Source: an optimization exercise on an open RTL-to-GDS flow (aim: small area and a short achievable clock period). Production flows keep margins and buffers that such runs may drop. Function was checked by simulation only, so behaviour that the tests miss may differ from the original.

## flow/design.v (module list and top-level ports; edited modules follow where they fit)
// module MUL_E: 12 lines
// module MUL_ENC: 17 lines
// module MUL_M: 2753 lines
// module MUL_FA: 4 lines
// module MUL_HA: 4 lines
// module MUL_W: 7 lines
// module MUL_wrapper: 63 lines
module MUL_wrapper
(
    input logic clk,
    input logic rst,
    input logic [31:0] rs1,
    input logic [31:0] rs2,
    input logic [1:0] mul_op,  
    input logic valid_in,
    output logic [31:0] rd,
    output logic ready_out
);
  // ...
==> flow/run.sh <==
#!/bin/bash
# synth_recipe.tcl (not shown) runs the flow's synth.tcl, then flattens the netlist and writes it again
# the make line also repeats each setting of config.mk as NAME=value (left out here)
make -C /OpenROAD-flow-scripts/flow DESIGN_CONFIG=/design/flow/config.mk WORK_HOME=/design/flow/orfs CLKGATE_MAP_FILE= SYNTH_SCRIPT=/design/flow/synth_recipe.tcl finish
==> flow/config.mk <==
export PLATFORM = sky130hd
export DESIGN_NAME = MUL_wrapper
export DESIGN_NICKNAME = MUL_wrapper
export VERILOG_FILES = /design/flow/design.v
export SDC_FILE = /design/flow/constraint.sdc
export NUM_CORES = 4
export LEC_CHECK = 0
export ABC_AREA = 1
export CAP_MARGIN = 50
export CORE_MARGIN = 2
export CORE_UTILIZATION = 65
export PLACE_DENSITY = 0.75
export SLEW_MARGIN = 75
export SYNTH_HIERARCHICAL = 1
export SYNTH_MINIMUM_KEEP_SIZE = 0
==> flow/constraint.sdc <==
create_clock -name core_clock -period 24.0 [get_ports {clk}]
set_input_delay 4.8000 -clock core_clock [delete_from_list [all_inputs] [get_ports {clk}]]
set_output_delay 4.8000 -clock core_clock [all_outputs]
set_load 0.01 [all_outputs]
==> key figures, run 1 <==
Route
  – Met2 WL: 48000 microns
  – Drt total wl: 116000 microns

Status
  – Status: no timing/DRC/antenna violations

Critical path
  – Stages on worst setup path: 1
  – Crit path required time: 19200 ps
  – CP max FO: 1
  – Crit-path leading delay family: buffers and inverters
  – Worst setup path start: w_rd[15]

Finish
  – FF+latch area: 2420 sq um

Floorplanning
  – Die Width: 214 microns
  – Initial Utilization: 0.661
  – Core box area: 43300 sq um

Placement
  – Placer Congestion: 1.06
  – DP Wirelength: 79000 microns
  – Cell Area, Placed: 30600 sq um

CTS
  – Post-CTS Setup Bufs: 0
  – Cts hold-fix bufs: 0
  – CTS tree: yes

Timing
  – Crit path time final: 6300 ps
  – Slew Limit Fails: 0

Logic synthesis
  – Yosys reg bits: 119
  – Post-Synth Adder-Cell Area: 0.379
  – Post-synth EDFFs: 0
  – Syn_area_per_cell: 8.49 sq um

GRT
  – First-pass GRT wire length: 173000 microns
  – GR Util met2: 0.752
  – Met3 Usage GRT: 0.262
==> run 2: changes to the inputs <==
==> flow/flow/run.sh (new file) <==
#!/bin/bash
set -euo pipefail
bash standard.sh finish SETUP_SLACK_MARGIN=18.0 > orfs_make.log 2>&1
==> flow/standard.sh (new file) <==
#!/bin/bash
# synth_recipe.tcl (not shown) runs the flow's synth.tcl, then flattens the netlist and writes it again
# the make line also repeats each setting of config.mk as NAME=value (left out here)
make -C /OpenROAD-flow-scripts/flow DESIGN_CONFIG=/design/flow/config.mk WORK_HOME=/design/flow/orfs CLKGATE_MAP_FILE= SYNTH_SCRIPT=/design/flow/synth_recipe.tcl "${@:-finish}"
--- a/flow/config.mk
+++ b/flow/config.mk
@@ -8,8 +8,8 @@
 export ABC_AREA = 1
 export CAP_MARGIN = 50
 export CORE_MARGIN = 2
-export CORE_UTILIZATION = 65
-export PLACE_DENSITY = 0.75
+export CORE_UTILIZATION = 50
+export PLACE_DENSITY = 0.65
 export SLEW_MARGIN = 75
 export SYNTH_HIERARCHICAL = 1
 export SYNTH_MINIMUM_KEEP_SIZE = 0
removed: flow/run.sh
==> key figures, run 2 <==
Timing
  – Final setup violation count: 0 (unchanged)
  – Endpoints failing hold: 0 (unchanged)
  – Setup TNS: 0 ps (unchanged)
  – RSZ-0062 raised after global routing: yes (was no)
  – Final worst slack: 18010 ps (was 17700 ps)
  – Final period util: 0.250 (was 0.263)
  – Slew Limit Fails: 0 (unchanged)
  – FMAX: 167 MHz (was 159 MHz)
  – Hold slack final: 359 ps (was 365 ps)
  – Crit path time final: 5990 ps (was 6300 ps)
  – Skew final: 21.9 ps (about the same)

Logic synthesis
  – Count leader, synth: xor2_1 (unchanged)
  – Yosys reg bits: 119 (unchanged)
  – Mux contribution to synthesized area: 0 (unchanged)
  – Syn Nets: 4022 (unchanged)
  – Synth area leader: fa_1 (unchanged)
  – Largest family of logic cells by synthesized area: adder cells (unchanged)
  – Netlist Area Pre-Place: 28600 sq um (unchanged)
  – Dominant cells by area after synthesis: fa_1 (33%), xor2_1 (19%), o22ai_1 (12%), dfxtp_1 (8.2%), nand2_1 (5.2%) (unchanged)
  – Warnings, synthesis: 8 (unchanged)
  – Synth top cells by count: xor2_1 (618), o22ai_1 (542), fa_1 (470) (unchanged)
  – Post-synthesis instance total: 3368 (unchanged)
  – Syn_area_per_cell: 8.49 sq um (unchanged)
  – Simple-Gate Fraction of Synth Area: 0.102 (unchanged)
  – Register area share after synthesis: 0.0837 (unchanged)
  – Asr flop ratio synth: 0.0168 (unchanged)
  – Ys flop type: dfxtp_1 (unchanged)
  – Post-synth EDFFs: 0 (unchanged)
  – Netlist cell types: 46 (unchanged)
  – Area share of the largest cell type after synthesis: 0.329 (unchanged)
  – Post-Synth Adder-Cell Area: 0.379 (unchanged)
  – Synth Area in Compound Gates: 0.156 (unchanged)
  – Xor/xnor share of the synthesized area: 0.191 (unchanged)

Route
  – Pre-Repair DR Iteration Count: 10 (was 11)
  – Drt first-iter violations: 4009 (was 4298)
  – Drt total wl: 124000 microns (was 116000 microns)
  – Vias/cell: 6.67 (was 7.13)
  – Residual DRC: 0 (unchanged)
  – Routed len/inst: 30.5 microns (was 29.8 microns)
  – Post-route ant nets: 0 (unchanged)
  – Total number of vias: 27200 (was 27800)

CTS
  – Clock slew seen by the registers of the worst setup and hold paths: 80 ps (was 60 ps)
  – Cts hold-fix bufs: 0 (unchanged)
  – Worst-Skew Late Latency: 510 ps (about the same)
  – CTS buffer count: 17 (unchanged)
  – Max Buffers Root-to-Sink: 2 (unchanged)
  – CTS tree: yes (unchanged)
  – Root Buffer Master: clkbuf_16 (unchanged)
  – H-tree depth: 4 (unchanged)
  – CTS Sinks: 119 (unchanged)

Placement
  – DP Wirelength: 86700 microns (was 79000 microns)
  – Post-place setup slack: 17830 ps (was 17790 ps)
  – PortBufs: 101 (unchanged)
  – Placer Congestion: 0.995 (was 1.06)

Hold path
  – WHS Path Cells: 0 (unchanged)
  – Worst Hold Class: register to register (unchanged)

Floorplanning
  – Die H: 243 microns (was 214 microns)
  – Area of the die: 59100 sq um (was 45700 sq um)
  – # IOs: 102 (unchanged)
  – Die Width: 243 microns (was 214 microns)
  – Core box area: 56500 sq um (was 43300 sq um)
  – Initial Utilization: 0.506 (was 0.661)
  – Row cnt: 87 (was 76)

Critical path
  – Crit path buf inv count: 1 (unchanged)
  – Arrival @ worst endpoint: 1190 ps (was 1500 ps)
  – Crit Path Category: register to output port (unchanged)
  – Reg2Reg Depth: 22 (was 23)
  – Crit path required time: 19200 ps (about the same)
  – Crit path max-delay cell type: dfxtp_1 (was clkdlybuf4s50_1)
  – Crit-path leading delay family: flip-flops (was buffers and inverters)
  – Stages on worst setup path: 1 (unchanged)
  – CP Launch Type: register (unchanged)
  – CP Capture Type: output port (unchanged)
  – CP max FO: 1 (unchanged)
  – Slowest Stage Delay on Critical Path: 400 ps (was 580 ps)
  – CP cell instances: clkdlybuf4s15_1 (was clkdlybuf4s50_1)

GRT
  – Largest net degree at the start of global routing: 35 (unchanged)
  – Gr ovfl total: 0 (unchanged)
  – Vias in the first global route: 28300 (was 28800)
  – Antenna violations before repair: 2 (was 3)
  – GR Util met2: 0.636 (was 0.752)
  – Global route hottest layer: met2 (unchanged)
  – Met1 usage: 0.495 (was 0.601)
  – First-pass GRT wire length: 182000 microns (was 173000 microns)
  – GRT Util Overall: 0.420 (was 0.522)
  – Met3 Usage GRT: 0.165 (was 0.262)

Flow run
  – Max-cap check violation count: 0 (unchanged)

Finish
  – Final core occ: 0.572 (was 0.727)
  – # nets final: 3965 (was 3954)
  – Layout area overhead: 13.0% (was 10.0%)
  – Commonest non-fill, non-tap cell in the layout: xor2_1 (unchanged)
  – Commonest non-fill, non-tap cells in the layout: xor2_1 (593), o22ai_1 (535), fa_1 (462), nand2_1 (390), inv_1 (236) (was xor2_1 (595), o22ai_1 (542), fa_1 (470), nand2_1 (396), inv_1 (240))
  – Share of layout cells above drive strength 1: 0.118 (was 0.0860)
  – Biggest regs: m_opA (32), w_rd (32) (unchanged)

Status
  – Status: no timing/DRC/antenna violations (unchanged)
run 2: kinds of logic after synthesis:
| group | after synthesis |
|---|---|
| AOI/OAI and AO/OA | 733 |
| other | 1 |
| and+or+nand+nor | 697 |
| xor gates and xnor gates | 624 |
| buffers and inverters | 609 |
| DFF | 119 |
| adders and majority gates | 585 |
run 2: worst register-to-register path: cells and delay by family, from the launching register on:
kind                     cells  cell delay, ps
AND/OR/NAND/NOR              8             860
XOR/XNOR                     1             220
flip-flops                   1             380
AO/OA/AOI/OAI                4             800
buffers and inverters        3             460
adder cells (fa/ha/maj)      6            3030
run 2: final cells by class:
| cell class | count | area (sq um) |
|---|---|---|
| multi-input cells | 2640 | 24400 |
| fillers | 5061 | 24200 |
| repair buffers | 216 | 2740 |
| flip-flops and latches | 119 | 2440 |
| inverters | 317 | 1220 |
| well taps | 756 | 946 |
| clock buffers | 18 | 439 |
| clock inverters | 14 | 149 |
| diodes | 2 | 5.00 |
run 2: final timing paths:
kind / start / end / slack, ps
max: w_rd[31] / rd[31] / 18010
min: m_valid / w_valid / 360
max reg2reg: m_two[0] / w_rd[11] / 18140
min reg2reg: m_valid / w_valid / 360
max in group asynchronous: rst / m_valid / 19420
min in group asynchronous: rst / w_valid / 4460
run 2: per-stage QoR:
| stage | std cells | cell area, sq um |
|---|---|---|
| 6_report | 4082 | 32300 |
| 5_1_grt | 4080 | 32300 |
| 4_1_cts | 4070 | 31600 |
| 3_5_place_dp | 4037 | 31000 |
| 3_3_place_gp | 4017 | 29900 |
| 2_1_floorplan | 3368 | 28600 |
run 2: routing by layer:
metal | wire length [microns] | share of wire
met3 | 17900 | 0.14
met4 | 9800 | 0.079
met5 | 0 | 0
met2 | 54000 | 0.43
met1 | 42700 | 0.34
run 2: per-module statistics from Yosys (local to each module, per instance), a selection:
module       cells inside  area (sq um)  flip-flops and latches  copies in the design
MUL_ENC               113           613                       0                     1
MUL_W                 104           492                       0                     1
MUL_E                   5          22.5                       0                     1
MUL_FA                  1          20.0                       0                   470
MUL_wrapper           120          2400                     119                     1
MUL_HA                  1          12.5                       0                    41
run 2: timing repair:
action	4_1_cts	5_1_grt
pin swaps	0	10
setup buffers	1	2
cloned	0	0
setup endpoints to repair	55	33
gates resized for setup	58	111

-- port drivers added, routing unchanged --
Ports are ideal in the flow. The routed layouts listed here were re-timed in OpenROAD. Step 1 sets driving cells, clkbuf_16 on the clock port and buf_2 on the other inputs (assumed; they add their load-dependent delay and slew). Step 2, shift: input delay + t, output delay - t, t = (earliest + latest rising clock arrival at the registers) / 2. This alone moves slack from input paths to output paths. Three values: ideal ports, drivers, drivers and shift; two values: the first two.
| run | t, ns | setup slack, ns | worst setup path after step 2 |
|---|---|---|---|
| run 1 | 0.562 | 17.699 / 17.636 / 17.762 | register to register |
| run 2 | 0.564 | 18.010 / 17.949 / 18.103 | input to register |
After both steps every run listed still meets setup and hold.
